This is an optimization exercise on Yosys and OpenROAD, whose aim is small area, not a production implementation.
The RTL was checked by simulation tests, not by an equivalence proof against the original design.

==> flow/design.v, too long to show whole: its modules and the start of the top module <==
// module rom_addr_generate: 47 lines
// module ROM5_omega: 266 lines
// module s4p1_5: 18 lines
// module b4_unit_david: 37 lines
// module bkadd: 28 lines
// module pipe_line_b4_top_5: 36 lines
// module cmul: 1045 lines
// module fft_r4_stage5: 19 lines
module fft_r4_stage5(clk, rst, enable, data_in, data_out);
  // ...
==> flow/run.sh <==
#!/bin/bash
# synth_recipe.tcl (not shown) runs the flow's synth.tcl, then flattens the netlist and writes it again
# the make line also repeats each setting of config.mk as NAME=value (left out here)
make -C /OpenROAD-flow-scripts/flow DESIGN_CONFIG=/design/flow/config.mk WORK_HOME=/design/flow/orfs CLKGATE_MAP_FILE= SYNTH_SCRIPT=/design/flow/synth_recipe.tcl finish
==> flow/config.mk <==
export PLATFORM = sky130hd
export DESIGN_NAME = fft_r4_stage5
export DESIGN_NICKNAME = fft_r4_stage5
export VERILOG_FILES = /design/flow/design.v
export SDC_FILE = /design/flow/constraint.sdc
export NUM_CORES = 4
export LEC_CHECK = 0
export CAP_MARGIN = 20
export CORE_MARGIN = 2
export CORE_UTILIZATION = 40
export SLEW_MARGIN = 20
export SYNTH_MEMORY_MAX_BITS = 32768
==> flow/constraint.sdc <==
create_clock -name core_clock -period 7.0 [get_ports {clk}]
set_input_delay 1.4000 -clock core_clock [delete_from_list [all_inputs] [get_ports {clk}]]
set_output_delay 1.4000 -clock core_clock [all_outputs]
set_load 0.01 [all_outputs]
==> impl_metrics.yaml, run 1 <==
cells_and_area:
  multi_input_area_um2: 33200
  buffers: 288
  multi_input_area_share_pct: 63.3
  final_util_pct: 43.8
  antenna_cells: 0
  mostFrequentLayoutCells: "nand2_1, o21ai_0, nor2_1, a21oi_1, inv_1"
  seq_area_um2: 11300
sta:
  slew_headroom_pct: 20.1
  final_max_slew_viol_count: 0
  tns_ns: 0
  post-route-min-period_ns: 6.66
  setup_ws_ns: 0.337
  hold_viol_final: 0
setup_path:
  crit_fanout: 13
  cp_slowest_stage_delay_ns: 0.55
  critPathKind: "flop to flop"
  r2r_start: "tw.wi[1]"
  cp_num_buf_inv: 3
yosys:
  synth_compound_area_share_pct: 22.0
  yosys.area_share.simple_pct: 14.5
  synthTopCellsByArea: "edfxtp_1, fa_1, ha_1, o21ai_0, nand2_1"
  synth_seq_area_share_pct: 23.3
  ys_ff_latch: 393
  async_flop_share_pct: 28.0
  syn_nets: 6582
placement:
  place.gp.congestion: 0.914
  dpl_cell_area_um2: 50900
drt:
  wl_met3_mm: 9.74
  drt_iter0_markers: 3798
  wl_per_cell_um: 19.9
global_routing:
  top_usage_layer: "met2"
  first_global_vias: 39359
  antenna_found_initial: 4
clock_network:
  cts_num_sinks: 393
status:
  status: "complete, no violations"
worst_hold_path:
  min_path_cells: 0
==> inputs of run 2 (changes only) <==
--- a/flow/config.mk
+++ b/flow/config.mk
@@ -7,2 +7,3 @@
 export LEC_CHECK = 0
+export ABC_AREA = 1
 export CAP_MARGIN = 20
==> run 2 against run 1 <==
Effect of this change: synthesized cell count down 11%; critical path depth up 1; sequential share of layout area up 3.3 points; critical path type unchanged; critical endpoint is now dp.ppi[23].
==> impl_metrics.yaml, run 2 <==
yosys:
  synth_seq_area_share_pct: 27.1
  synth_edf_count: 283
  avgSynthCellArea_um2: 7.87
  ys_ff_latch: 393
  yosys.area.top_type: "edfxtp_1"
  yosysMostFrequentCell: "nand2_1"
  synth_cell_type_count: 60
  syn_nets: 5918
  yosysWarnings: 6
  syn_inst: 5288
  synth_common_cells: "nand2_1, inv_1, xor2_1"
  synthTopCellsByArea: "edfxtp_1, fa_1, nand2_1, ha_1, xor2_1"
  synth.cell_area_um2: 41600
  async_flop_share_pct: 28.0
  synth_flop_cell: "edfxtp_1"
  synth_top_area_share_pct: 20.4
setup_path:
  cp_data_required_time_ns: 7.38
  crit_path_end_kind: "flop"
  cp-start-kind: "flop"
  arrival_ns: 6.97
  critPathKind: "flop to flop"
  crit_fanout: 10
  r2r_slack_ns: 0.41
drt:
  wl_met1_mm: 53.4
  dr_total_vias: 35233
  routed_wl_mm: 121
  wl_met3_mm: 9.77
  drc: 0
  drt_iter0_markers: 2947
  drtAntennaViolNets: 0
  wl_per_cell_um: 18.1
  route.top_layer_used: "met4"
  dr_wl_met2_mm: 53.1
  viasPerCell: 5.27
  dr.pass1.iters: 6
worst_hold_path:
  hold_class: "flop to flop"
clock_network:
  post-cts-setup-buffers: 0
  cts-root-buf: "clkbuf_16"
  htreeDepth: 2
  tritoncts: "yes"
  cts_max_path_buffers: 3
  clk_latency_ns: 0.64
  numCtsBuffers: 48
  holdBufCountCts: 0
  cts_num_sinks: 393
  cts-resized-gates: 0
  clk_pin_slew_worst_paths_ns: 0.06
sta:
  worst_pin_slew_ns: 0.997
  skew_ns: 0.0185
  rsz0062_at_grt: "false"
  hold_viol_final: 0
  final_max_slew_viol_count: 0
  tns_ns: 0
  slew_headroom_pct: 33.5
  finalSetupViolCount: 0
  timing.hold.ws_ns: 0.407
  min_period_over_period_pct: 94.2
  clock.fmax_mhz: 152
  post-route-min-period_ns: 6.59
placement:
  hpwl_mm: 90.1
  place.gp.congestion: 0.961
  port-buffer-count: 66
  dpl_cell_area_um2: 43900
cells_and_area:
  mostFrequentLayoutCells: "nand2_1, inv_1, xor2_1, o21ai_0, nor2_1"
  fillCellCount: 10441
  syn_to_final_growth_pct: 9.28
  final_cell_area_um2: 45500
  layout-drive-gt1-share_pct: 5.86
  nets: 5896
  final_common_cell: "nand2_1"
  final_util_pct: 44.0
  antenna_cells: 0
die:
  fp.dieW_um: 327
  initial_utilization_pct: 40.3
  ioPinCount: 67
  design.core.area_um2: 103000
  die_area_um2: 107000
  rows: 118
  die_height_um: 327
global_routing:
  grt-ovfl-total: 0
  grt_max_degree: 100
  track_usage_pct: 22.5
  antenna_found_initial: 2
  grt_pass1_wl_mm: 190
  first_global_vias: 33925
status:
  status: "complete, no violations"
job:
  drv_cap: 0
==> run 2: changes by cell type after synthesis, sizes merged, moves of 189 or more <==
| cell | change |
|---|---|
| o22ai | +189 |
| nor2 | -219 |
| nand3 | +210 |
| xor2 | +286 |
| a21oi | -277 |
| o21ai | -191 |
| nand2 | +463 |
| inv | +335 |
| clkbuf | -214 |
==> run 2: logic make-up (layout without fill, tap and decap cells) <==
family          after synthesis  after routing  share of synthesized area (%)
simple gates               1875           1875                           18.6
buf+inv                    1078           1094                           10.1
compound gates              969            969                           13.3
fa+ha+maj                   595            595                           23.0
flops                       393            393                           27.1
xor+xnor                    377            377                           7.95
mux                           1              1                         0.0270
==> run 2: area by class of cell <==
class | count | area (µm²) | area share (%)
multi-input cells | 3817 | 26200 | 57.6
flip-flops and latches | 393 | 11300 | 24.8
inverters | 822 | 3100 | 6.80
well taps | 1380 | 1730 | 3.80
repair buffers | 184 | 1580 | 3.47
clock buffers | 68 | 1420 | 3.12
clock inverters | 20 | 196 | 0.432
==> run 2: critical path, cell delays in order, from the launching register on <==
cell      delay (ns)
edfxtp_1        0.49
nand2_1         0.14
inv_1           0.06
nor2_1          0.49
inv_1           0.43
buf_4           0.31
o22ai_1         0.18
xor2_1          0.22
fa_1            0.50
fa_1            0.38
inv_1           0.09
fa_1            0.45
inv_1           0.10
fa_1            0.42
ha_1            0.34
inv_1           0.08
nor3_1          0.27
nand2_1         0.09
o21ai_0         0.40
buf_4           0.23
nand4_1         0.08
o211ai_1        0.22
a31oi_1         0.18
xnor2_1         0.16
==> run 2: path summary, 6_finish.rpt <==
| kind | startpoint | endpoint | cells past startpoint |
|---|---|---|---|
| max in group asynchronous | rst | dly.d1[3] | 2 |
| worst max-delay path | tw.wr[5] | dp.ppi[23] | 23 |
| worst min register to register | dp.bf.m1r[20] | dp.bf.m2r[20] | 0 |
| worst max register to register | tw.wr[5] | dp.ppi[23] | 23 |
| min in group asynchronous | rst | dp.dout[16] | 1 |
| worst min-delay path | dp.bf.m1r[20] | dp.bf.m2r[20] | 0 |
==> run 2: metrics by stage <==
stage / std cells / worst slack, ns
global placement: 6596 / 0.502
finish: 6684 / 0.408
global route: 6684 / 0.168
CTS: 6684 / 0.428
detailed placement: 6596 / 0.466
floorplan: 5288 / 0.635
==> run 2: routing by layer <==
metal	global-route usage [%]	vias up
met5	0	-
met4	8.46	0
met3	4.66	261
met2	35.3	1323
met1	30.7	16508
li1	-	17141

what the ideal ports hide:
How much do the figures lean on ideal ports? The routed layouts below were timed once more, with nothing changed but the port constraints.
Step 1, drivers: a clkbuf_16 drives clk and a buf_2 each remaining input, both assumed.
Step 2 also shifts input and output timing later by t, the mid clock arrival at the registers, as if the neighbouring blocks saw the same clock.
a / b / c = no drivers / after step 1 / after step 2; a / b = the first two.
run	t (ns)	setup WS [ns]	clock arrival spread, ns	slew at the worst register clock pin (ns)	worst data-port slew with drivers (ns)
run 1	0.684	0.337 / 0.337 / 0.337	0.037 / 0.037	0.07 / 0.07	0.06
run 2	0.702	0.408 / 0.408 / 0.408	0.019 / 0.019	0.07 / 0.07	0.07
After both steps every run listed still meets setup and hold.
